This design comes from an exercise in tuning for small area on the open sky130 flow, not from production work. Where RTL was checked, it was by simulation tests only, not by an equivalence proof against the original. Only the layout flow was run in run 6; the RTL was not checked for function there. In runs 1 to 3 and 6 the design's own scripts or RTL, not TritonCTS, make the clock network. The clock input has no modelled driver; a real chip could not lean on it and would need a root buffer or a full tree. No activity file was given, so power comes from the tool's default toggle rates.

<file path="flow/run.sh">
#!/bin/bash
# Layout flow: the standard ORFS flow (standard.sh) with three changes.
#  1. Synthesis runs with a copy of the ORFS scripts whose ABC script is flow/abc_area.script
#     (area-oriented mapping) and without the half/full adder extraction, so ABC maps the
#     adders' logic together with the rest. Registers are mapped as in the standard synthesis.
#  2. Ports are buffered with sky130_fd_sc_hd__buf_1.
#  3. A two-level clock tree built by flow/pre_cts.tcl (a clkbuf_2 root and eight leaf
#     sky130_fd_sc_hd__clkbuf_4, each leaf
#     driving the flip-flops of one placement cluster) in place of TritonCTS.
# Each step's full log is kept by ORFS under orfs/logs/; make's output goes to *.log here.
set -euo pipefail
HERE=$(pwd)
FLOWDIR=$(cd "$(dirname "${BASH_SOURCE[0]}")" && pwd)

rm -rf "$HERE/scripts_mod"
cp -r "$FLOW_HOME/scripts" "$HERE/scripts_mod"
cp "$FLOWDIR/abc_area.script" "$HERE/scripts_mod/abc_speed.script"

SCRIPTS_DIR="$HERE/scripts_mod" ADDER_MAP_FILE= bash standard.sh synth > "$HERE/synth_make.log" 2>&1

export BUFFER_PORTS_ARGS="-buffer_cell sky130_fd_sc_hd__buf_1"
export PRE_CTS_TCL="$FLOWDIR/pre_cts.tcl"
bash standard.sh > "$HERE/layout_make.log" 2>&1
</file>
<file path="flow/abc_area.script">
strash
ifraig
dc2
dch -f
amap
strash
dc2
dch -f
amap
topo
</file>
<file path="flow/pre_cts.tcl">
# Sourced by ORFS's cts.tcl before clock tree synthesis (PRE_CTS_TCL). Builds a two-level
# clock tree: the flip-flops are split into $ngroups groups of at most $cap by placement
# (k-means with a size cap), each group's clock pins are driven by one
# sky130_fd_sc_hd__clkbuf_4 at the group's centre, and those buffers are driven by one root
# sky130_fd_sc_hd__clkbuf_2, the only load of the clock port. TritonCTS is then skipped.
set ngroups 8
set cap 10
set bufmaster [[ord::get_db] findMaster sky130_fd_sc_hd__clkbuf_4]
set rootmaster [[ord::get_db] findMaster sky130_fd_sc_hd__clkbuf_2]
set block [ord::get_db_block]
set clknet [[$block findBTerm clk1] getNet]

set sinks {}
foreach it [$clknet getITerms] {
  set inst [$it getInst]
  set box [$inst getBBox]
  set x [expr { ([$box xMin] + [$box xMax]) / 2 }]
  set y [expr { ([$box yMin] + [$box yMax]) / 2 }]
  lappend sinks [list $it $x $y]
}
set sinks [lsort -integer -index 1 $sinks]
set n [llength $sinks]

# k-means, started from the groups of an even split by x
set centres {}
for { set g 0 } { $g < $ngroups } { incr g } {
  set part [lrange $sinks [expr { $g * $n / $ngroups }] [expr { ($g + 1) * $n / $ngroups - 1 }]]
  set sx 0; set sy 0
  foreach s $part { set sx [expr { $sx + [lindex $s 1] }]; set sy [expr { $sy + [lindex $s 2] }] }
  lappend centres [list [expr { $sx / [llength $part] }] [expr { $sy / [llength $part] }]]
}
for { set iter 0 } { $iter < 20 } { incr iter } {
  # each sink goes to the nearest centre with room, sinks with the largest regret first
  set order {}
  set idx 0
  foreach s $sinks {
    set ds {}
    for { set g 0 } { $g < $ngroups } { incr g } {
      set c [lindex $centres $g]
      lappend ds [list $g [expr { abs([lindex $s 1] - [lindex $c 0]) + abs([lindex $s 2] - [lindex $c 1]) }]]
    }
    set ds [lsort -integer -index 1 $ds]
    lappend order [list $idx [expr { [lindex $ds 1 1] - [lindex $ds 0 1] }] $ds]
    incr idx
  }
  set order [lsort -integer -decreasing -index 1 $order]
  set count [lrepeat $ngroups 0]
  set assign [lrepeat $n 0]
  foreach o $order {
    foreach gd [lindex $o 2] {
      set g [lindex $gd 0]
      if { [lindex $count $g] < $cap } {
        lset assign [lindex $o 0] $g
        lset count $g [expr { [lindex $count $g] + 1 }]
        break
      }
    }
  }
  set newc {}
  for { set g 0 } { $g < $ngroups } { incr g } {
    set sx 0; set sy 0; set k 0
    foreach s $sinks a $assign {
      if { $a == $g } { set sx [expr { $sx + [lindex $s 1] }]; set sy [expr { $sy + [lindex $s 2] }]; incr k }
    }
    if { $k > 0 } { lappend newc [list [expr { $sx / $k }] [expr { $sy / $k }]] } else { lappend newc [lindex $centres $g] }
  }
  set centres $newc
}

set root [odb::dbInst_create $block $rootmaster "clkbuf_root"]
set rootnet [odb::dbNet_create $block "clknet_root"]
$rootnet setSigType CLOCK
[$root findITerm A] connect $clknet
[$root findITerm X] connect $rootnet
set rx 0; set ry 0
foreach c $centres { set rx [expr { $rx + [lindex $c 0] }]; set ry [expr { $ry + [lindex $c 1] }] }
$root setLocation [expr { $rx / $ngroups }] [expr { $ry / $ngroups }]
$root setPlacementStatus PLACED

for { set g 0 } { $g < $ngroups } { incr g } {
  set buf [odb::dbInst_create $block $bufmaster "clkbuf_leaf_$g"]
  set net [odb::dbNet_create $block "clknet_leaf_$g"]
  $net setSigType CLOCK
  [$buf findITerm A] connect $rootnet
  [$buf findITerm X] connect $net
  set k 0
  foreach s $sinks a $assign {
    if { $a == $g } {
      set it [lindex $s 0]
      $it disconnect
      $it connect $net
      incr k
    }
  }
  set c [lindex $centres $g]
  $buf setLocation [lindex $c 0] [lindex $c 1]
  $buf setPlacementStatus PLACED
  puts "pre_cts: clkbuf_leaf_$g drives $k clock pins, at $c"
}
global_connect
detailed_placement
set_propagated_clock [all_clocks]

proc clock_tree_synthesis { args } {
  puts "clock_tree_synthesis skipped: the clock tree was built by pre_cts.tcl"
}
</file>
<file path="standard.sh">
#!/bin/bash
# synth_recipe.tcl (not shown) runs the flow's synth.tcl, then flattens the netlist and writes it again
# the make line also repeats each setting of config.mk as NAME=value (left out here)
make -C /OpenROAD-flow-scripts/flow DESIGN_CONFIG=/design/flow/config.mk WORK_HOME=/design/flow/orfs CLKGATE_MAP_FILE= SYNTH_SCRIPT=/design/flow/synth_recipe.tcl "${@:-finish}"
</file>
<file path="config.mk">
export PLATFORM = sky130hd
export DESIGN_NAME = shuzizhong
export DESIGN_NICKNAME = shuzizhong
export VERILOG_FILES = /design/flow/design.v
export SDC_FILE = /design/flow/constraint.sdc
export NUM_CORES = 4
export LEC_CHECK = 0
export CAP_MARGIN = 20
export CORE_MARGIN = 2
export CORE_UTILIZATION = 80
export SLEW_MARGIN = 20
</file>
<file path="constraint.sdc">
create_clock -name core_clock -period 25.0 [get_ports {clk1}]
set_input_delay 5.0000 -clock core_clock [delete_from_list [all_inputs] [get_ports {clk1}]]
set_output_delay 5.0000 -clock core_clock [all_outputs]
set_load 0.01 [all_outputs]
</file>
<file path="design.v">
module shuzizhong(
    input wire clk1,         
    input wire reset,        
    input wire ah1,          
    input wire am1,          
    input wire alarm1,       
    input wire en,           
    input wire naozhong,     
    output wire [0:6] shi,       
    output wire [0:6] ge,        
    output wire [0:6] min_shi,   
    output wire [0:6] min_ge,    
    output wire [0:6] sec_shi,   
    output wire [0:6] sec_ge,    
    output wire daodian,     
    output wire audio        
);
    reg [6:0] lf;
    reg       half;
    wire      wrap = (lf[5:0] == 6'b011001);
    wire      tick = wrap & ~half;
    always @(posedge clk1 or posedge reset) begin
        if (reset) begin
            lf <= 7'b0110010;
            half <= 0;
        end else begin
            lf <= {lf[5:0], lf[6] ^ lf[2] ^ wrap};
            half <= half ^ wrap;
        end
    end
    reg [2:0] sub;
    wire sub_c = sub[2];    
    always @(posedge clk1 or posedge reset) begin
        if (reset) sub <= 0;
        else if (tick) sub <= sub_c ? 3'd0 : {sub[1] & sub[0], sub[1] ^ sub[0], ~sub[0]};
    end
    reg ahn_s, ahn, amn_s, amn, alarm_s, alarm, alarm_d;
    always @(posedge clk1 or posedge reset) begin
        if (reset) begin
            ahn_s <= 0; ahn <= 0;
            amn_s <= 0; amn <= 0;
            alarm_s <= 0; alarm <= 0; alarm_d <= 0;
        end else if (tick) begin
            ahn_s <= ~ah1; ahn <= ahn_s;
            amn_s <= ~am1; amn <= amn_s;
            alarm_s <= alarm1; alarm <= alarm_s; alarm_d <= alarm;
        end
    end
    wire ah_fall = tick & ~ahn & ahn_s;
    wire am_fall = tick & ~amn & amn_s;
    wire alarm_rise = tick & ~alarm & alarm_s;
    function [3:0] d10_t;    
        input [3:0] q;
        input e;
        d10_t = {e & ((q[0] & ~q[1] & q[2]) | (q[0] & q[3])), e & ((q[0] & ~q[1] & q[2]) | (q[0] & q[1] & ~q[2])), e & ((q[0] & ~q[1] & ~q[2] & ~q[3]) | (q[0] & q[1] & q[2])), e & (1'b1)};
    endfunction
    function d10_l;    
        input [3:0] q;
        d10_l = (q[0] & q[3]);
    endfunction
    function [0:6] d10_seg;
        input [3:0] q;
        d10_seg = {(q[0] & ~q[1] & ~q[2] & ~q[3]) | (~q[0] & q[1] & q[2]),
                  (~q[0] & ~q[1] & q[2]) | (q[0] & q[1] & q[2]),
                  (~q[0] & q[1] & ~q[2]),
                  (q[0] & ~q[1] & ~q[3]) | (~q[0] & q[1] & q[2]),
                  (q[1] & q[2]) | (q[0]),
                  (q[0] & ~q[1] & ~q[3]) | (q[1] & ~q[2]),
                  (q[0] & ~q[1] & q[2]) | (~q[1] & ~q[2] & ~q[3])};
    endfunction
    function [2:0] d6_t;    
        input [2:0] q;
        input e;
        d6_t = {e & ((q[0]) | (~q[2])), e & ((~q[0] & q[1] & q[2]) | (~q[1] & ~q[2])), e & ((q[0]) | (~q[1]))};
    endfunction
    function d6_l;    
        input [2:0] q;
        d6_l = (q[0] & ~q[1]);
    endfunction
    function [0:6] d6_seg;
        input [2:0] q;
        d6_seg = {(~q[0] & ~q[1] & q[2]) | (q[0] & q[1]),
                  (q[0] & ~q[1]),
                  (q[1] & ~q[2]),
                  (~q[0] & ~q[1] & q[2]) | (q[0] & q[1]),
                  (q[2]),
                  (q[1]),
                  (q[0] & q[1]) | (~q[1] & ~q[2])};
    endfunction
    function [4:0] hinc;     
        input [4:0] h;
        input e;
        reg o9;
        begin
            o9 = h[3] & ~h[2] & h[0];
            hinc = {e & o9,
                    e & ((h[0] & h[1] & h[2]) | (o9 & ~h[4])),
                    e & ((h[0] & h[1]) | (o9 & h[4])),
                    e & h[0] & ~o9,
                    e};
        end
    endfunction
    reg [3:0] s_o; reg [2:0] s_t;
    wire s_e = tick & sub_c;
    wire s_o9 = d10_l(s_o);
    always @(posedge clk1 or posedge reset) begin
        if (reset) begin s_o <= 0; s_t <= 0; end
        else begin
            s_o <= s_o ^ d10_t(s_o, s_e);
            s_t <= s_t ^ d6_t(s_t, s_e & s_o9);
        end
    end
    wire cout_miao = s_o9 & d6_l(s_t) & sub_c;
    reg [3:0] m_o; reg [2:0] m_t;
    wire m_e = tick & ~naozhong & (amn | cout_miao);
    wire m_o9 = d10_l(m_o);
    always @(posedge clk1 or posedge reset) begin
        if (reset) begin m_o <= 0; m_t <= 0; end
        else begin
            m_o <= m_o ^ d10_t(m_o, m_e);
            m_t <= m_t ^ d6_t(m_t, m_e & m_o9);
        end
    end
    wire cout_fen = m_o9 & d6_l(m_t) & cout_miao;
    reg [4:0] hr;
    wire h_e = tick & ~naozhong & (ahn | cout_fen);
    always @(posedge clk1 or posedge reset) begin
        if (reset) hr <= 0;
        else hr <= hr ^ hinc(hr, h_e);
    end
    reg [3:0] a_mo; reg [2:0] a_mt;
    wire am_e = am_fall & naozhong;
    always @(posedge clk1 or posedge reset) begin
        if (reset) begin a_mo <= 0; a_mt <= 0; end
        else begin
            a_mo <= a_mo ^ d10_t(a_mo, am_e);
            a_mt <= a_mt ^ d6_t(a_mt, am_e & d10_l(a_mo));
        end
    end
    reg [4:0] a_hr;
    wire ah_e = ah_fall & naozhong;
    always @(posedge clk1 or posedge reset) begin
        if (reset) a_hr <= 0;
        else a_hr <= a_hr ^ hinc(a_hr, ah_e);
    end
    assign daodian = en & (m_o == 0) & (m_t == 0) & (s_t == 0);
    reg alarm_off, ring;
    always @(posedge clk1 or posedge reset) begin
        if (reset) alarm_off <= 0;
        else if (alarm_rise) alarm_off <= ~alarm_off;
    end
    always @(posedge clk1 or posedge reset) begin
        if (reset) ring <= 0;
        else if (tick)
            ring <= ~alarm_off & alarm_d & (a_hr == hr) & (a_mo == m_o) & (a_mt == m_t);
    end
    reg [7:0] t_cnt;
    reg       tone;
    reg [10:0] d_cnt;
    reg [2:0] note;
    reg       started;    
    reg [7:0] half_p;     
    always @(*) begin
        case (note)
            3'd0: half_p = started ? 8'd101 : 8'd170;
            3'd1: half_p = 8'd170;
            3'd2: half_p = 8'd127;
            3'd3: half_p = 8'd101;
            3'd4: half_p = 8'd127;
            3'd5: half_p = 8'd113;
            3'd6: half_p = 8'd170;
            default: half_p = 8'd151;
        endcase
    end
    wire t_wrap = (t_cnt >= half_p);
    wire short = note[2] & (note[1] ^ note[0]);    
    wire [10:0] d_inc = d_cnt + 1'b1;
    wire d_wrap = short ? (&{d_cnt[9:5], d_cnt[3]}) : (&{d_cnt[10:6], d_cnt[4]});
    always @(posedge clk1 or posedge reset) begin
        if (reset) begin
            t_cnt <= 0; tone <= 0;
            d_cnt <= 0; note <= 0; started <= 0;
        end else if (ring) begin
            if (t_wrap) begin t_cnt <= 0; tone <= ~tone; end
            else t_cnt <= t_cnt + 1'b1;
            d_cnt <= d_wrap ? {8'd0, d_inc[2:1], 1'b0} : d_inc;
            if (d_wrap) begin
                note <= note + 1'b1; started <= 1;
            end
        end
    end
    assign audio = tone;
    wire [4:0] dh = naozhong ? a_hr : hr;
    wire       dh_2 = dh[3] & dh[2];           
    wire [3:0] dm_o = naozhong ? a_mo : m_o;
    wire [2:0] dm_t = naozhong ? a_mt : m_t;
    wire [3:0] ds_o = naozhong ? 4'd0 : s_o;
    wire [2:0] ds_t = naozhong ? 3'd0 : s_t;
    function [0:6] seg;
        input [3:0] d;
        seg = {~d[3] & ~d[1] & (d[2] ^ d[0]),                  
               d[2] & (d[1] ^ d[0]),                           
               ~d[2] & d[1] & ~d[0],                           
               (~d[3] & ~d[1] & (d[2] ^ d[0])) | (d[2] & d[1] & d[0]),    
               d[0] | (d[2] & ~d[1]),                          
               (d[1] & d[0]) | (~d[3] & ~d[2] & (d[1] | d[0])),           
               ~d[3] & ((~d[2] & ~d[1]) | (d[2] & d[1] & d[0]))};         
    endfunction
    assign shi     = {dh[4], 1'b0, dh_2, dh[4], dh[4], dh[4] | dh_2, ~dh_2};
    assign ge      = seg({dh[3] & ~dh[2], dh[2] & ~dh[3], dh[1:0]});
    assign min_shi = d6_seg(dm_t);
    assign min_ge  = d10_seg(dm_o);
    assign sec_shi = d6_seg(ds_t);
    assign sec_ge  = d10_seg(ds_o);
endmodule
</file>
==> out/qor.yml, run 1 <==
syn2layout_area_growth_pct: 7.83
num_io_pins: 51
path_class: "primary input to primary output"
grt_usage_pct: 34.5
core_area_sq_um: 4380
status: "no timing/DRC/antenna violations"
die-area_sq_um: 5110
antenna_found_initial: 0
rows: 24
clock_skew_ns: 0.0178
required_ns: 20.00
slew_violations: 0
fin_crit_ns: 12.69
fin_cells: 542
worst_slew_pin_slew_ns: 0.978
critPathMaxFanout: 20
power.density_nw_per_um2: 46.6
grt_pass1_wl_mm: 14.5
cts_resized: 0
drt_wl_total_mm: 8.39
grt_max_degree: 76
start_util_pct: 83.1
grt_setup_unrepaired: "no"
vdd_ir_drop_max_uv: 45.7
dp_hpwl_mm: 6.05
io_buffers: 49
cts_setup_buffers: 0
grt_overflow_total: 0
nets: 499
setup_tns_ns: 0
synth_cells: 436
maxCapViolCount: 0
dr.pass1.iters: 8
synth_edf_count: 0
placedCellCount: 533
layout-drive-gt1-share_pct: 3.06
endpoint_kind: "primary output"
synthArstFlopShare_pct: 100
setup_viol: 0
ys_ff_latch: 75
cp-start-kind: "primary input"
clock_latency_ns: 0.48
dieHeight_microns: 71.5
worstPathArrival_ns: 7.69
period_share_pct: 50.8
ys_seq_area_share_pct: 51.6
die_x_microns: 71.5
avgSynthCellArea_sq_um: 8.36
clk_pin_slew_worst_paths_ns: 0.10
num_antenna_cells: 0
place.gp.congestion: 0.931
drc: 0
relSlewSlack_pct: 34.3
syn_area_sq_um: 3640
vias: 3441
p_leak_nw: 1.58
hold_viol: 0
final_common_cell: "dfrtp_1"
initialDrtViolationCount: 414
fillers: 219
vias_per_cell: 6.35
wl_per_cell_microns: 15.5
syn_nets: 443
yosysWarnings: 1
grt_pass1_vias: 3219
cts_hold_buf: 0
ys_types: 31
ant_nets: 0
most-common-layout-cells: "dfrtp_1 (72), clkinv_1 (70), nor2_1 (68), buf_1 (49), o21ai_0 (40)"
max_freq_mhz: 78.8
synthFlopType: "dfrtp_1"
min_path_type: "flop to flop"
-- power breakdown --
part	leakage [nW]	switching (mW)	internal [mW]
clock	0.0410	0.0352	0.0157
combinational	0.590	0.00776	0.00271
sequential	0.949	0.000228	0.121
-- cell families (layout without fill, tap and decap cells) --
| family | count (synthesis) | count (layout) | synth area share [%] |
|---|---|---|---|
| compound gates | 127 | 127 | 21.2 |
| buf+inv | 77 | 131 | 8.55 |
| flops | 75 | 75 | 51.6 |
| other cells | 1 | 1 | 0.103 |
| simple gates | 156 | 156 | 18.5 |
-- per-stage QoR --
| stage | utilization (%) | power, mW | worst slack [ns] | cell area [sq um] | hold slack [ns] |
|---|---|---|---|---|---|
| detailed placement | 88.1 | 0.134 | 12.42 | 3860 | 0.358 |
| global route | 89.6 | 0.190 | 12.02 | 3930 | 0.382 |
| CTS | 89.6 | 0.183 | 12.38 | 3930 | 0.375 |
| finish | 89.6 | 0.183 | 12.31 | 3930 | 0.375 |
| floorplan | - | 0.131 | 13.69 | 3640 | 0.354 |
| global placement | 88.1 | 0.134 | 12.58 | 3860 | 0.361 |
-- state kept, by name, indices dropped and copies added (netlist names), 3 cells and up --
| signal | flops |
|---|---|
| lf | 7 |
| d_cnt | 11 |
| a_mo | 4 |
| sub | 3 |
| s_t | 3 |
| s_o | 4 |
| hr | 5 |
| m_t | 3 |
| m_o | 4 |
| a_hr | 5 |
| note | 3 |
| t_cnt | 8 |
| a_mt | 3 |
-- metal layers --
layer  vias to the layer above  GRT usage, %  part of all wire, %
met1                      1604          46.7                   39
met5                         -             0                    0
li1                       1627             -                    -
met3                        30          4.22                  8.0
met2                       180          59.8                   50
met4                         0          9.43                  2.4
-- synthesized netlist by cell type (5+ instances only) --
cell       n  share of area, %
buf_4      6               1.2
a211oi_1   5               1.0
clkinv_1  71               7.3
o21ai_0   40               5.5
nand2_1   38               3.9
nor2_1    68               7.0
nor2b_1    5              0.86
nor3_1    22               3.0
a21oi_1   25               3.4
dfrtp_1   72                49
nand3_1    7              0.96
o22ai_1   32               5.5
-- path summary, 6_finish.rpt --
path,from,to,slack (ns),cells after the start
worst max-delay path,naozhong,ge[3],12.31,9
worst min register to register,lf[4]$_DFF_PP1_,lf[5]$_DFF_PP1_,0.37,0
worst max register to register,note[0]$_DFFE_PP0P_,t_cnt[5]$_DFFE_PP0P_,21.75,11
worst min-delay path,lf[4]$_DFF_PP1_,lf[5]$_DFF_PP1_,0.37,0
max in group asynchronous,reset,hr[4]$_DFF_PP0_,19.65,3
min in group asynchronous,reset,lf[6]$_DFF_PP0_,4.78,3
-- final cells by class --
| class | instances | area, sq um | area share, % |
|---|---|---|---|
| Buffer | 9 | 65.1 | 1.66 |
| Inverter | 71 | 267 | 6.78 |
| Multi-Input combinational cell | 284 | 1450 | 37.0 |
| Sequential cell | 75 | 1880 | 47.9 |
| Tap cell | 52 | 65.1 | 1.66 |
| Timing Repair Buffer | 51 | 199 | 5.06 |
-- worst max-delay path, stage by stage --
cell	delay, ns
buf_1	0.65
clkinv_1	0.71
o22ai_1	0.42
nand2_1	0.18
o21ai_0	0.18
nor2_1	0.08
o21a_1	0.19
o21bai_1	0.14
buf_1	0.13
==> run 2: changes to the inputs <==
--- a/flow/pre_cts.tcl
+++ b/flow/pre_cts.tcl
@@ -3,8 +3,8 @@
 # (k-means with a size cap), each group's clock pins are driven by one
 # sky130_fd_sc_hd__clkbuf_4 at the group's centre, and those buffers are driven by one root
 # sky130_fd_sc_hd__clkbuf_2, the only load of the clock port. TritonCTS is then skipped.
-set ngroups 8
-set cap 10
+set ngroups 7
+set cap 11
 set bufmaster [[ord::get_db] findMaster sky130_fd_sc_hd__clkbuf_4]
 set rootmaster [[ord::get_db] findMaster sky130_fd_sc_hd__clkbuf_2]
 set block [ord::get_db_block]
==> out/qor.yml, run 2 <==
relSlewSlack_pct: 32.1
status: "no timing/DRC/antenna violations"
r2r_start: "note[0]$_DFFE_PP0P_"
grt_pass1_wl_mm: 14.4
p_switching_mw: 0.0424
synthArstFlopShare_pct: 100
most-common-layout-cells: "dfrtp_1 (72), clkinv_1 (70), nor2_1 (68), buf_1 (49), o21ai_0 (40)"
grt_usage_pct: 34.5
worst_slew_pin_slew_ns: 1.01
synth_edf_count: 0
synth_top_area_share_pct: 49.5
endpoint_kind: "primary output"
power.density_nw_per_um2: 46.0
yosys-top-cells-count: "dfrtp_1 (72), clkinv_1 (71), nor2_1 (68), o21ai_0 (40), nand2_1 (38)"
vdd_ir_drop_max_uv: 54.8
initialDrtViolationCount: 364
syn_area_sq_um: 3640
die-area_sq_um: 5110
nets: 498
antenna_found_initial: 0
core_area_sq_um: 4380
cts_setup_buffers: 0
grt_setup_unrepaired: "no"
regMostFlops: "d_cnt"
synthTopCellsByArea: "dfrtp_1 (49%), clkinv_1 (7.3%), nor2_1 (7.0%)"
setup_viol: 0
p_leak_nw: 1.58
required_ns: 20.00
dr.pass1.iters: 5
io_buffers: 49
period_share_pct: 50.8
vias: 3413
setup_tns_ns: 0
cts_hold_buf: 0
final_common_cell: "dfrtp_1"
hold_depth: 0
cts_resized: 0
yosysMostFrequentCell: "dfrtp_1"
path_class: "primary input to primary output"
postLayoutCellArea_sq_um: 3920
max_freq_mhz: 78.7
p_clk_share_pct: 26.8
grt_pass1_vias: 3228
grt_overflow_total: 0
vias_per_cell: 6.31
synth_cells: 436
maxCapViolCount: 0
syn2layout_area_growth_pct: 7.62
swShare_pct: 23.5
fin_crit_ns: 12.71
rows: 24
critPathMaxFanout: 20
ant_nets: 0
ys_ff_latch: 75
die_x_microns: 71.5
grt_max_degree: 76
syn_nets: 443
dp_hpwl_mm: 6.05
reg.largest.list: "d_cnt x11, t_cnt x8, lf x7"
r2r_end: "t_cnt[5]$_DFFE_PP0P_"
intPower_mw: 0.138
power.share.sequential_pct: 67.4
placed_area_sq_um: 3860
layout-drive-gt1-share_pct: 2.86
clock_skew_ns: 0.0206
drc: 0
drt_wl_total_mm: 8.32
worstHoldStart: "lf[4]$_DFF_PP1_"
dieHeight_microns: 71.5
min_to: "lf[5]$_DFF_PP1_"
min_path_type: "flop to flop"
synth_largest_area_cell: "dfrtp_1"
clock_latency_ns: 0.50
worstPathArrival_ns: 7.71
ys_types: 31
avgSynthCellArea_sq_um: 8.36
largest_reg_flops: 11
synthFlopType: "dfrtp_1"
ys_seq_area_share_pct: 51.6
yosysWarnings: 1
place.gp.congestion: 0.931
num_antenna_cells: 0
ff2ff_path_depth: 11
clk_pin_slew_worst_paths_ns: 0.10
slew_violations: 0
num_io_pins: 51
cp-start-kind: "primary input"
rrSetupSlack_ns: 21.76
hold_viol: 0
wl_per_cell_microns: 15.4
combPwrFrac_pct: 5.8
start_util_pct: 83.1
run 2: cell families after synthesis:
family / share of synthesized area, %
and+or+nand+nor: 18.5
other: 0.103
DFF: 51.6
buffers and inverters: 8.55
AOI/OAI and AO/OA: 21.2
run 2: worst max-delay path by stage:
stage                   from          to  slack, ns  cells after the start
global placement    naozhong       ge[3]      12.58                      9
floorplan           naozhong  min_shi[0]      13.69                      5
finish              naozhong       ge[3]      12.29                      9
detailed placement  naozhong       ge[3]      12.42                      9
CTS                 naozhong       ge[3]      12.38                      9
global route        naozhong       ge[3]      12.05                      9
run 2: power groups by stage:
| stage | sequential [mW] | clock, mW | combinational, mW |
|---|---|---|---|
| detailed placement | 0.124 | 0 | 0.0104 |
| finish | 0.122 | 0.0483 | 0.0104 |
| CTS | 0.122 | 0.0488 | 0.0105 |
| global route | 0.122 | 0.0531 | 0.0118 |
| global placement | 0.124 | 0 | 0.0101 |
| floorplan | 0.124 | 0 | 0.00734 |
run 2: critical path, stage by stage:
cell      delay, ns
buf_1          0.66
clkinv_1       0.72
o22ai_1        0.41
nand2_1        0.18
o21ai_0        0.19
nor2_1         0.08
o21a_1         0.18
o21bai_1       0.14
buf_1          0.13
run 2: stage by stage:
step	hold WS [ns]	utilization [%]	std cells	power (mW)	worst slack, ns
detailed placement	0.358	88.1	533	0.134	12.42
floorplan	0.354	-	436	0.131	13.69
finish	0.376	89.4	541	0.180	12.29
CTS	0.375	89.4	541	0.181	12.38
global placement	0.361	88.1	533	0.134	12.58
global route	0.383	89.4	541	0.187	12.05
run 2: cell type report:
type | instances | area [sq um]
flip-flops and latches | 75 | 1880
multi-input cells | 284 | 1450
fillers | 218 | 463
inverters | 71 | 267
repair buffers | 51 | 199
well taps | 52 | 65.1
plain buffers | 8 | 57.6
run 2: per-layer routing:
layer | up-vias | GRT usage (%) | routed length, microns
met1 | 1605 | 47.2 | 3340
met3 | 28 | 3.52 | 557
met2 | 160 | 58.1 | 4170
met4 | 0 | 12.6 | 248
met5 | - | 0 | 0
li1 | 1620 | - | -
==> run 3: changes to the inputs <==
--- a/flow/run.sh
+++ b/flow/run.sh
@@ -4,7 +4,7 @@
 #     (area-oriented mapping) and without the half/full adder extraction, so ABC maps the
 #     adders' logic together with the rest. Registers are mapped as in the standard synthesis.
 #  2. Ports are buffered with sky130_fd_sc_hd__buf_1.
-#  3. A two-level clock tree built by flow/pre_cts.tcl (a clkbuf_2 root and eight leaf
+#  3. A two-level clock tree built by flow/pre_cts.tcl (a clkbuf_2 root and seven leaf
 #     sky130_fd_sc_hd__clkbuf_4, each leaf
 #     driving the flip-flops of one placement cluster) in place of TritonCTS.
 # Each step's full log is kept by ORFS under orfs/logs/; make's output goes to *.log here.
==> out/qor.yml, run 3 <==
status: "no timing/DRC/antenna violations"
maxCapViolCount: 0
relSlewSlack_pct: 32.1
place.gp.congestion: 0.931
largest_reg_flops: 11
ant_nets: 0
synth_cells: 436
worstPathArrival_ns: 7.71
antenna_found_initial: 0
r2r_start: "note[0]$_DFFE_PP0P_"
ys_ff_latch: 75
setup_tns_ns: 0
clk_pin_slew_worst_paths_ns: 0.10
cts_setup_buffers: 0
regMostFlops: "d_cnt"
slowest_delay_ns: 0.72
synthFlopType: "dfrtp_1"
dp_slack_ns: 12.42
ys_seq_area_share_pct: 51.6
num_antenna_cells: 0
critPathMostFrequentCell: "buf_1"
worst_slew_pin_slew_ns: 1.01
max_freq_mhz: 78.7
endpoint_kind: "primary output"
rows: 24
clock_skew_ns: 0.0206
initialDrtViolationCount: 364
wl_per_cell_microns: 15.4
avgSynthCellArea_sq_um: 8.36
worst_slack_ns: 12.29
die_x_microns: 71.5
synth_top_area_share_pct: 49.5
ff2ff_path_depth: 11
reg.largest.list: "d_cnt x11, t_cnt x8, lf x7"
cp-start-kind: "primary input"
grt_pass1_vias: 3228
slew_violations: 0
cp_cell_sequence: "buf_1, clkinv_1, o22ai_1, nand2_1, o21ai_0, nor2_1, o21a_1, o21bai_1, buf_1"
most-common-layout-cells: "dfrtp_1 (72), clkinv_1 (70), nor2_1 (68), buf_1 (49), o21ai_0 (40)"
grt_overflow_total: 0
yosysMostFrequentCell: "dfrtp_1"
syn_area_sq_um: 3640
setup_viol: 0
yosysWarnings: 1
period_share_pct: 50.8
dr.pass1.iters: 5
drc: 0
cts_resized: 0
grt_max_degree: 76
required_ns: 20.00
cts_hold_buf: 0
yosys-top-cells-count: "dfrtp_1 (72), clkinv_1 (71), nor2_1 (68), o21ai_0 (40), nand2_1 (38)"
synth_largest_area_cell: "dfrtp_1"
worstHoldStart: "lf[4]$_DFF_PP1_"
power.density_nw_per_um2: 46.0
grt_setup_unrepaired: "no"
fillers: 218
syn2layout_area_growth_pct: 7.62
vias_per_cell: 6.31
die-area_sq_um: 5110
final_common_cell: "dfrtp_1"
layout-drive-gt1-share_pct: 2.86
regArea_sq_um: 1880
crit_slowest_cell: "clkinv_1"
dp_hpwl_mm: 6.05
syn_nets: 443
grt_usage_pct: 34.5
min_to: "lf[5]$_DFF_PP1_"
synthTopCellsByArea: "dfrtp_1 (49%), clkinv_1 (7.3%), nor2_1 (7.0%)"
synth_edf_count: 0
hold_viol: 0
rrSetupSlack_ns: 21.76
clock_latency_ns: 0.50
start_util_pct: 83.1
ys_types: 31
vias: 3413
fin_crit_ns: 12.71
critPathMaxFanout: 20
io_buffers: 49
synthArstFlopShare_pct: 100
grt_pass1_wl_mm: 14.4
drt_wl_total_mm: 8.32
hold_depth: 0
dieHeight_microns: 71.5
r2r_end: "t_cnt[5]$_DFFE_PP0P_"
min_path_type: "flop to flop"
core_area_sq_um: 4380
multi_input_area_sq_um: 1450
nets: 498
path_class: "primary input to primary output"
power_mw: 0.180
num_io_pins: 51
p_leak_nw: 1.58
vdd_ir_drop_max_uv: 54.8
-- run 3: through the flow --
stage	cell area (sq um)	utilization, %	hold WS, ns	cells
5_1_grt	3920	89.4	0.383	541
4_1_cts	3920	89.4	0.375	541
6_report	3920	89.4	0.376	541
3_3_place_gp	3860	88.1	0.361	533
2_1_floorplan	3640	-	0.354	436
3_5_place_dp	3860	88.1	0.358	533
-- run 3: cells by family after synthesis --
family	count (synthesis)	synth area share [%]
other	1	0.103
AND/OR/NAND/NOR	156	18.5
buffers and inverters	77	8.55
flip-flops	75	51.6
AO/OA/AOI/OAI	127	21.2
-- run 3: worst max-delay path by stage --
stage / startpoint / slack [ns] / to
4_1_cts: naozhong / 12.38 / ge[3]
3_3_place_gp: naozhong / 12.58 / ge[3]
2_1_floorplan: naozhong / 13.69 / min_shi[0]
5_1_grt: naozhong / 12.05 / ge[3]
3_5_place_dp: naozhong / 12.42 / ge[3]
6_report: naozhong / 12.29 / ge[3]
-- run 3: layout make-up --
class / instances / area share [%]
timing repair buffer: 51 / 5.07
tap: 52 / 1.66
multi-input combinational: 284 / 37.0
inverter: 71 / 6.80
sequential: 75 / 48.0
buffer: 8 / 1.47
-- run 3: layer usage --
| metal | part of all wire (%) | routed length (microns) | up-vias | track usage, % |
|---|---|---|---|---|
| met1 | 40 | 3340 | 1605 | 47.2 |
| met5 | 0 | 0 | - | 0 |
| met3 | 6.7 | 557 | 28 | 3.52 |
| met4 | 3.0 | 248 | 0 | 12.6 |
| li1 | - | - | 1620 | - |
| met2 | 50 | 4170 | 160 | 58.1 |
-- run 3: critical path: cells and delay by family --
family,cells,cell delay [ns]
buffers and inverters,3,1.51
AND/OR/NAND/NOR,2,0.26
AO/OA/AOI/OAI,4,0.92
-- run 3: report_power, final --
part	total (mW)	switching [mW]	internal, mW
clock	0.0483	0.0344	0.0139
sequential	0.122	0.000225	0.121
combinational	0.0104	0.00770	0.00271
total	0.180	0.0424	0.138
==> run 4: changes to the inputs <==
--- a/config.mk
+++ b/config.mk
@@ -7,5 +7,5 @@
 export LEC_CHECK = 0
 export CAP_MARGIN = 20
 export CORE_MARGIN = 2
-export CORE_UTILIZATION = 80
+export CORE_UTILIZATION = 85
 export SLEW_MARGIN = 20
==> out/qor.yml, run 4 <==
status: "stopped before the end"
haltStage: "3_1_place_gp_skip_io"
error: "[ERROR GPL-0301] Utilization 101.753 % exceeds 100%."
ys_seq_area_share_pct: 51.6
yosysMostFrequentCell: "dfrtp_1"
syn_area_sq_um: 3640
synthFlopType: "dfrtp_1"
synth_cells: 436
synth_largest_area_cell: "dfrtp_1"
start_util_pct: 89.8
syn_nets: 443
rows: 23
avgSynthCellArea_sq_um: 8.36
synth_top_area_share_pct: 49.5
yosysWarnings: 1
synthArstFlopShare_pct: 100
die_x_microns: 69.5
synth_edf_count: 0
yosys-top-cells-count: "dfrtp_1 (72), clkinv_1 (71), nor2_1 (68), o21ai_0 (40), nand2_1 (38)"
dieHeight_microns: 69.5
ys_ff_latch: 75
synthTopCellsByArea: "dfrtp_1 (49%), clkinv_1 (7.3%), nor2_1 (7.0%)"
ys_types: 31
run 4: cell counts after synthesis:
No cell type changed its count.
run 4: cells by family after synthesis:
family	count (synthesis)	synth area share [%]
buffers and inverters	77	8.55
flip-flops	75	51.6
AND/OR/NAND/NOR	156	18.5
other	1	0.103
AO/OA/AOI/OAI	127	21.2
==> run 5: changes to the inputs <==
--- a/flow/pre_cts.tcl
+++ b/flow/pre_cts.tcl
@@ -3,8 +3,8 @@
 # (k-means with a size cap), each group's clock pins are driven by one
 # sky130_fd_sc_hd__clkbuf_4 at the group's centre, and those buffers are driven by one root
 # sky130_fd_sc_hd__clkbuf_2, the only load of the clock port. TritonCTS is then skipped.
-set ngroups 7
-set cap 11
+set ngroups 6
+set cap 13
 set bufmaster [[ord::get_db] findMaster sky130_fd_sc_hd__clkbuf_4]
 set rootmaster [[ord::get_db] findMaster sky130_fd_sc_hd__clkbuf_2]
 set block [ord::get_db_block]
==> out/qor.yml, run 5 <==
syn_area_sq_um: 3640
syn_nets: 443
status: "stopped before the end"
synth_cells: 436
synth_edf_count: 0
ys_types: 31
synthFlopType: "dfrtp_1"
avgSynthCellArea_sq_um: 8.36
yosysWarnings: 1
error: "[ERROR GPL-0301] Utilization 101.753 % exceeds 100%."
dieHeight_microns: 69.5
ys_ff_latch: 75
synth_largest_area_cell: "dfrtp_1"
synthArstFlopShare_pct: 100
synthTopCellsByArea: "dfrtp_1 (49%), clkinv_1 (7.3%), nor2_1 (7.0%)"
yosysMostFrequentCell: "dfrtp_1"
ys_seq_area_share_pct: 51.6
haltStage: "3_1_place_gp_skip_io"
start_util_pct: 89.8
synth_top_area_share_pct: 49.5
yosys-top-cells-count: "dfrtp_1 (72), clkinv_1 (71), nor2_1 (68), o21ai_0 (40), nand2_1 (38)"
rows: 23
die_x_microns: 69.5
[run 5: cell counts after synthesis]
Identical to the previous run, type by type.
[run 5: cells by family after synthesis]
family	after synthesis	synth area share (%)
DFF	75	51.6
other	1	0.103
AOI/OAI and AO/OA	127	21.2
buffers and inverters	77	8.55
and+or+nand+nor	156	18.5
==> run 6: changes to the inputs <==
--- a/design.v
+++ b/design.v
@@ -15,18 +15,11 @@
     output wire daodian,     
     output wire audio        
 );
-    reg [6:0] lf;
-    reg       half;
-    wire      wrap = (lf[5:0] == 6'b011001);
-    wire      tick = wrap & ~half;
-    always @(posedge clk1 or posedge reset) begin
-        if (reset) begin
-            lf <= 7'b0110010;
-            half <= 0;
-        end else begin
-            lf <= {lf[5:0], lf[6] ^ lf[2] ^ wrap};
-            half <= half ^ wrap;
-        end
+    reg [7:0] lf;
+    wire      tick = (lf[6:0] == 7'b0110011);
+    always @(posedge clk1 or posedge reset) begin
+        if (reset) lf <= 8'b10110001;
+        else lf <= {lf[6:0], lf[7] ^ lf[2] ^ tick};
     end
     reg [2:0] sub;
     wire sub_c = sub[2];    
--- a/flow/run.sh
+++ b/flow/run.sh
@@ -4,7 +4,7 @@
 #     (area-oriented mapping) and without the half/full adder extraction, so ABC maps the
 #     adders' logic together with the rest. Registers are mapped as in the standard synthesis.
 #  2. Ports are buffered with sky130_fd_sc_hd__buf_1.
-#  3. A two-level clock tree built by flow/pre_cts.tcl (a clkbuf_2 root and seven leaf
+#  3. A two-level clock tree built by flow/pre_cts.tcl (a clkbuf_2 root and eight leaf
 #     sky130_fd_sc_hd__clkbuf_4, each leaf
 #     driving the flip-flops of one placement cluster) in place of TritonCTS.
 # Each step's full log is kept by ORFS under orfs/logs/; make's output goes to *.log here.
--- a/flow/pre_cts.tcl
+++ b/flow/pre_cts.tcl
@@ -3,8 +3,8 @@
 # (k-means with a size cap), each group's clock pins are driven by one
 # sky130_fd_sc_hd__clkbuf_4 at the group's centre, and those buffers are driven by one root
 # sky130_fd_sc_hd__clkbuf_2, the only load of the clock port. TritonCTS is then skipped.
-set ngroups 6
-set cap 13
+set ngroups 8
+set cap 10
 set bufmaster [[ord::get_db] findMaster sky130_fd_sc_hd__clkbuf_4]
 set rootmaster [[ord::get_db] findMaster sky130_fd_sc_hd__clkbuf_2]
 set block [ord::get_db_block]
--- a/config.mk
+++ b/config.mk
@@ -7,5 +7,5 @@
 export LEC_CHECK = 0
 export CAP_MARGIN = 20
 export CORE_MARGIN = 2
-export CORE_UTILIZATION = 85
+export CORE_UTILIZATION = 70
 export SLEW_MARGIN = 20
==> out/qor.yml, run 6 <==
dieHeight_microns: 76.1
synthTopCellsByArea: "dfrtp_1 (49%), nor2_1 (7.3%), clkinv_1 (6.9%)"
io_buffers: 49
num_io_pins: 51
rows: 26
power.share.sequential_pct: 66.9
clock_skew_ns: 0.0156
setup_viol: 0
most-common-layout-cells: "nor2_1 (71), dfrtp_1 (71), clkinv_1 (66), buf_1 (49), nand2_1 (40)"
startpoint: "naozhong"
yosys-top-cells-count: "dfrtp_1 (71), nor2_1 (71), clkinv_1 (67), nand2_1 (40), o21ai_0 (38)"
ant_nets: 0
largest_reg_flops: 11
avgSynthCellArea_sq_um: 8.35
ys_ff_latch: 75
p_clk_share_pct: 28.2
vdd_ir_drop_max_uv: 41.8
critPathMaxFanout: 19
synth_cells: 436
nets: 501
synthArstFlopShare_pct: 100
dr.pass1.iters: 5
initialDrtViolationCount: 208
status: "no timing/DRC/antenna violations"
hold_viol: 0
place.gp.congestion: 0.874
synth_edf_count: 0
antenna_found_initial: 0
synth_top_area_share_pct: 48.8
relSlewSlack_pct: 25.7
worst_hold_slack_ns: 0.371
yosysWarnings: 1
postLayoutCellArea_sq_um: 3960
layout-drive-gt1-share_pct: 3.66
vias: 3279
maxCapViolCount: 0
syn2layout_area_growth_pct: 8.87
r2r_start: "note[0]$_DFFE_PP0P_"
grt_pass1_wl_mm: 13.5
die_x_microns: 76.1
clock_latency_ns: 0.50
vias_per_cell: 5.83
drc: 0
hold_depth: 0
rrSetupSlack_ns: 21.73
cp-start-kind: "primary input"
r2r_end: "tone$_DFFE_PP0P_"
period_share_pct: 48.4
intPower_mw: 0.139
grt_overflow_total: 0
wl_per_cell_microns: 13.7
cts_hold_buf: 0
cts_resized: 0
regMostFlops: "d_cnt"
syn_area_sq_um: 3640
reg.largest.list: "d_cnt x11, lf x8, t_cnt x8"
die-area_sq_um: 5790
clk_pin_slew_worst_paths_ns: 0.09
grt_usage_pct: 27.4
num_antenna_cells: 0
ys_seq_area_share_pct: 51.7
worstHoldStart: "lf[4]$_DFF_PP1_"
worst_slew_pin_slew_ns: 1.11
ys_types: 33
slew_violations: 0
path_class: "primary input to primary output"
ff2ff_path_depth: 12
p_leak_nw: 1.57
syn_nets: 443
combPwrFrac_pct: 5.0
p_switching_mw: 0.0427
core_area_sq_um: 5070
drt_wl_total_mm: 7.69
max_freq_mhz: 82.7
start_util_pct: 71.7
required_ns: 20.00
grt_pass1_vias: 3142
fin_crit_ns: 12.09
endpoint_kind: "primary output"
synth_largest_area_cell: "dfrtp_1"
min_path_type: "flop to flop"
worstPathArrival_ns: 7.09
setup_tns_ns: 0
grt_max_degree: 76
power.density_nw_per_um2: 45.9
fillers: 378
min_to: "lf[5]$_DFF_PP1_"
dp_hpwl_mm: 5.55
cts_setup_buffers: 0
swShare_pct: 23.4
placed_area_sq_um: 3900
grt_setup_unrepaired: "no"
synthFlopType: "dfrtp_1"
-- run 6: final cells by class --
cell class / count / area [sq um] / area share [%]
inverter: 67 / 251 / 6.34
timing repair buffer: 53 / 214 / 5.40
buffer: 9 / 65.1 / 1.64
sequential: 75 / 1880 / 47.5
tap: 70 / 87.6 / 2.21
multi-input combinational: 288 / 1460 / 36.9
-- run 6: power by group through the flow --
| stage | Clock (mW) | Combinational (mW) | Sequential (mW) |
|---|---|---|---|
| 6_report | 0.0513 | 0.00901 | 0.122 |
| 5_1_grt | 0.0573 | 0.0103 | 0.122 |
| 2_1_floorplan | 0 | 0.00598 | 0.124 |
| 3_3_place_gp | 0 | 0.00874 | 0.124 |
| 3_5_place_dp | 0 | 0.00910 | 0.124 |
| 4_1_cts | 0.0538 | 0.00912 | 0.122 |
-- run 6: worst max path at each step --
stage	endpoint	slack (ns)	cells after the start
2_1_floorplan	min_shi[0]	13.67	5
3_3_place_gp	ge[3]	13.08	10
3_5_place_dp	ge[3]	12.93	10
4_1_cts	ge[3]	12.93	10
5_1_grt	ge[3]	12.68	10
6_report	ge[3]	12.91	10
-- run 6: kinds of logic after synthesis --
kind of cell,Yosys count,share of synthesized area [%]
compound gates,128,21.3
buf+inv,73,8.14
flops,75,51.7
other cells,1,0.103
simple gates,159,18.8
-- run 6: metrics by stage --
stage          utilization [%]  total power [mW]  worst slack (ns)  instances
3_5_place_dp              76.8             0.133             12.93        553
6_report                  78.1             0.182             12.91        562
4_1_cts                   78.1             0.185             12.93        562
5_1_grt                   78.1             0.189             12.68        562
3_3_place_gp              76.8             0.133             13.08        553
2_1_floorplan                -             0.130             13.67        436
-- run 6: critical path, stage by stage --
cell and delay (ns):
buf_1 0.07, buf_4 0.25, clkinv_1 0.47, o22ai_1 0.40, nand2_1 0.19, o21ai_0 0.17, nor2_1 0.07, o21a_1 0.19
o21bai_1 0.15, buf_1 0.13
-- run 6: layer usage --
layer	vias up	part of all wire [%]	track usage, %
li1	1623	-	-
met1	1507	44	37.0
met2	131	47	47.4
met3	18	7.0	3.91
met4	0	1.7	6.91
met5	-	0	0

-- static timing again, ports no longer ideal --
Ports are ideal in the flow. The routed layouts listed here were re-timed in OpenROAD.
Step 1 (the two cells are an assumption about what drives the block):
set clk [get_ports {clk1}]
set_driving_cell -lib_cell sky130_fd_sc_hd__clkbuf_16 $clk
set_driving_cell -lib_cell sky130_fd_sc_hd__buf_2 [delete_from_list [all_inputs] $clk]
Step 2, shift: input delay + t, output delay - t, t = (earliest + latest rising clock arrival at the registers) / 2. This alone moves slack from input paths to output paths.
Slacks: ideal ports / drivers / drivers and shift; pairs: ideal ports / drivers.
run | shift t [ns] | setup slack, ns | worst data-port slew with drivers (ns) | cell pins on the clock port's net
run 1 | 0.494 | 12.310 / 12.279 / 12.279 | 0.03 | 1
run 2 | 0.513 | 12.292 / 12.261 / 12.261 | 0.03 | 1
run 3 | 0.513 | 12.292 / 12.261 / 12.261 | 0.03 | 1
run 6 | 0.521 | 12.906 / 12.885 / 12.885 | 0.04 | 1
After both steps setup and hold are still met in every run listed.
